What follows belongs to an exercise in optimizing a design on an open flow for small area, a short achievable clock period and few clock cycles; a production flow would make more cautious choices. At most, simulation tests tie the RTL to the original design; equivalence was not proved. Power and IR drop assume default switching activity.

## try-cedar
==> flow/design.v (excerpt) <==
module engine (
   input                      clk,
   input                      rst,
   output                     done,
   input    [63:0]            num_rows_in,
   input    [63:0]            row_start_in,
   input    [63:0]            row_skip_in,
   input    [63:0]            rows_size_in,            
   input    [63:0]            hash_mask_in,
   input                      row_rq_stall_in,
   output                     row_rq_vld_out,
   output   [47:0]            row_rq_vadr_out,
   output                     row_rs_stall_out,
   input                      row_rs_vld_in,
   input    [63:0]            row_rs_data_in,
   input                      ht_rq_afull_in,
   output                     ht_rq_vld_out,
   output   [47:0]            ht_rq_address_out,
   output                     ht_rs_afull_out,
   input                      ht_rs_write_en_in,
   input    [63:0]            ht_rs_data_in,
   input                      ll_rq_0_afull_in,
   output                     ll_rq_0_vld_out,
   output   [47:0]            ll_rq_0_address_out,
   output                     ll_rs_0_afull_out,
   input                      ll_rs_0_write_en_in,
   input    [63:0]            ll_rs_0_data_in,
   input                      ll_rq_1_afull_in,
   output                     ll_rq_1_vld_out,
   output   [47:0]            ll_rq_1_address_out,
   output                     ll_rs_1_afull_out,
   input                      ll_rs_1_write_en_in,
   input    [63:0]            ll_rs_1_data_in,
   output                     output_empty_out,
   input                      output_read_en_in,
   output   [63:0]            output_dim_table_out,
   output   [63:0]            output_fact_table_out
);
   localparam  K        = 16;           
  ...
Size: roughly 6500 cells after synthesis, about 1900 flip-flops, about 87000 µm² of cells after synthesis.
==> flow/config.mk <==
export PLATFORM = sky130hd
export DESIGN_NAME = engine
export DESIGN_NICKNAME = engine
export VERILOG_FILES = /design/flow/design.v
export SDC_FILE = /design/flow/constraint.sdc
export NUM_CORES = 4
export LEC_CHECK = 0
export CAP_MARGIN = 20
export CORE_MARGIN = 2
export CORE_UTILIZATION = 50
export SLEW_MARGIN = 20
export TNS_END_PERCENT = 100
==> flow/constraint.sdc <==
create_clock -name core_clock -period 11.0 [get_ports {clk}]
set_input_delay 2.2000 -clock core_clock [delete_from_list [all_inputs] [get_ports {clk}]]
set_output_delay 2.2000 -clock core_clock [all_outputs]
set_load 0.01 [all_outputs]
standard.sh (not shown) runs the stock make flow with config.mk's settings and CLKGATE_MAP_FILE= SYNTH_SCRIPT=/design/flow/synth_recipe.tcl, a recipe that flattens the netlist after the stock synthesis.
==> flow/flow/run.sh <==
#!/bin/bash
set -euo pipefail
export BUFFER_PORTS_ARGS="-buffer_cell sky130_fd_sc_hd__buf_1"
export SETUP_SLACK_MARGIN=6.3
bash standard.sh > standard_flow.log 2>&1
Testbench counts of try-cedar, summed over its fixed seeds: cycles 29,088.
Modified inputs, try-lagoon compared to try-cedar
--- a/flow/design.v
+++ b/flow/design.v
@@ -33,15 +33,15 @@
    input                      ll_rs_1_write_en_in,
    input    [63:0]            ll_rs_1_data_in,
    output                     output_empty_out,
    input                      output_read_en_in,
    output   [63:0]            output_dim_table_out,
    output   [63:0]            output_fact_table_out
 );
-   localparam  K        = 16;           
+   localparam  K        = 14;           
    localparam  TW       = 4;            
    localparam  HTD      = 8;            
    localparam  HW       = 3;            
    localparam  ROW_CAP  = 8;            
    reg                        run_s;
    reg   [5:0]                icnt_s;
    reg   [23:0]               bh_s, bl_s;  
@@ -121,24 +121,33 @@
       skip_s <= row_skip_in;
       left_s <= (idx_s < num_rows_in);
       if (rst == 1'd1)
          left_vld_s <= 1'd0;
       else
          left_vld_s <= !row_issue_s;
    end
-   assign row_issue_s      = run_s && left_vld_s && left_s && (row_out_s != ROW_CAP) &&
-                             !row_rq_stall_in;
+   reg                        row_ok_s;
+   wire  [3:0]                row_out_nx_s = row_out_s + {3'd0, row_issue_s} - {3'd0, row_rs_vld_in};
+   always @(posedge clk)
+   begin
+      if (rst == 1'd1)
+         row_ok_s <= 1'd0;
+      else
+         row_ok_s <= !row_issue_s && (run_s || icnt_s == 6'd48) && (idx_s < num_rows_in) &&
+                     (row_out_nx_s != ROW_CAP);
+   end
+   assign row_issue_s      = row_ok_s && !row_rq_stall_in;
    assign row_rq_vld_out   = row_issue_s;
    assign row_rq_vadr_out  = {3'd0, bh_s, bl_s[23:3]};
    always @(posedge clk)
    begin
       if (rst == 1'd1)
          row_out_s <= 4'd0;
       else
-         row_out_s <= row_out_s + {3'd0, row_issue_s} - {3'd0, row_rs_vld_in};
+         row_out_s <= row_out_nx_s;
    end
    reg   [63:0]               slot_v_s [0:K-1];
    reg   [K-1:0]              busy_s;
    reg   [TW-1:0]             alloc_s;
    integer                    i;
    always @*
    begin
@@ -207,15 +216,25 @@
          b_tag_s <= a_tag_s;
       end
    end
    reg   [TW-1:0]             htf_s [0:HTD-1];
    reg   [HW-1:0]             htf_wr_s;
    reg   [HW-1:0]             htf_rd_s;
    reg   [HW:0]               htf_cnt_s;
-   assign ht_issue_s          = b_vld_s && (htf_cnt_s != HTD) && !ht_rq_afull_in;
+   reg                        ht_ok_s;
+   wire  [HW:0]               htf_cnt_nx_s = htf_cnt_s + {{HW{1'b0}}, ht_issue_s} -
+                                             {{HW{1'b0}}, ht_rs_write_en_in};
+   always @(posedge clk)
+   begin
+      if (rst == 1'd1)
+         ht_ok_s <= 1'd0;
+      else
+         ht_ok_s <= (a_to_b_s || (b_vld_s && !ht_issue_s)) && (htf_cnt_nx_s != HTD);
+   end
+   assign ht_issue_s          = ht_ok_s && !ht_rq_afull_in;
    assign ht_rq_vld_out       = ht_issue_s;
    assign ht_rq_address_out   = {17'd0, b_adr_s};
    always @(posedge clk)
    begin
       if (ht_issue_s)
          htf_s[htf_wr_s] <= b_tag_s;
       if (rst == 1'd1) begin
@@ -223,15 +242,15 @@
          htf_rd_s  <= {HW{1'b0}};
          htf_cnt_s <= {(HW+1){1'b0}};
       end else begin
          if (ht_issue_s)
             htf_wr_s <= htf_wr_s + 1'd1;
          if (ht_rs_write_en_in)
             htf_rd_s <= htf_rd_s + 1'd1;
-         htf_cnt_s <= htf_cnt_s + {{HW{1'b0}}, ht_issue_s} - {{HW{1'b0}}, ht_rs_write_en_in};
+         htf_cnt_s <= htf_cnt_nx_s;
       end
    end
    wire  [TW-1:0]             ht_tag_s = htf_s[htf_rd_s];
    wire                       ht_nil_s = (ht_rs_data_in == 64'hFFFF_FFFF_FFFF_FFFF);
    reg                        q_vld_s;
    reg   [47:0]               q_ptr_s;
    reg   [TW-1:0]             q_tag_s;
==> comparison <==
Going from try-cedar to try-lagoon, global-route wire length before repair shrinks by about 3.8%. try-lagoon vs try-cedar, number of antenna violations at the first check in global routing went up by 2. Diff try-cedar -> try-lagoon: synthesized area per cell -0.32 µm², synthesized cell count has decreased, setup slack of the worst register-to-register path saw an increase. Going from try-cedar to try-lagoon, signal arrival time at the worst endpoint went down; sequential cell area share went down 1.5 points; internal power fell 0.00043 W; depth of the worst hold-timing path neither gained nor lost much; cell count along the critical path now smaller. Looking at combinational cell fraction of total power, try-lagoon sits 0.4 points below try-cedar. The aggregate global-route resource usage reported for try-lagoon is greater than that of try-cedar by 0.31 points.
Only the layout flow was run in try-lagoon; the RTL was not checked for function there.

==> re-timing with driven ports <==
How much do the figures lean on ideal ports? The routed layouts below were timed once more, with nothing changed but the port constraints.
Step 1: set_driving_cell puts a clkbuf_16 on clk and a buf_2 on each other input, an assumption about the parent block.
Step 2 adds t to the input delays and takes it off the output delays; t is the mean of the earliest and latest rising clock arrival at the registers after step 1. Input paths then give back, and output paths get back, about the clock's delay inside the block.
Three values: ideal ports, drivers, drivers and shift; two values: the first two.
run | t (ns) | slack for setup (ns) | hold slack, ns | worst setup path at the end | cell pins on the clock port's net
try-cedar | 0.911 | 5.934 / 5.823 / 5.531 | 0.417 / 0.417 / 0.417 | input to register | 1
try-lagoon | 0.915 | 6.141 / 6.058 / 5.407 | 0.417 / 0.417 / 0.417 | input to register | 1
After both steps setup and hold are still met in every run listed. The setup slack of try-lagoon, which loses most, moves by -0.083 ns with the drivers and by -0.734 ns with both steps.
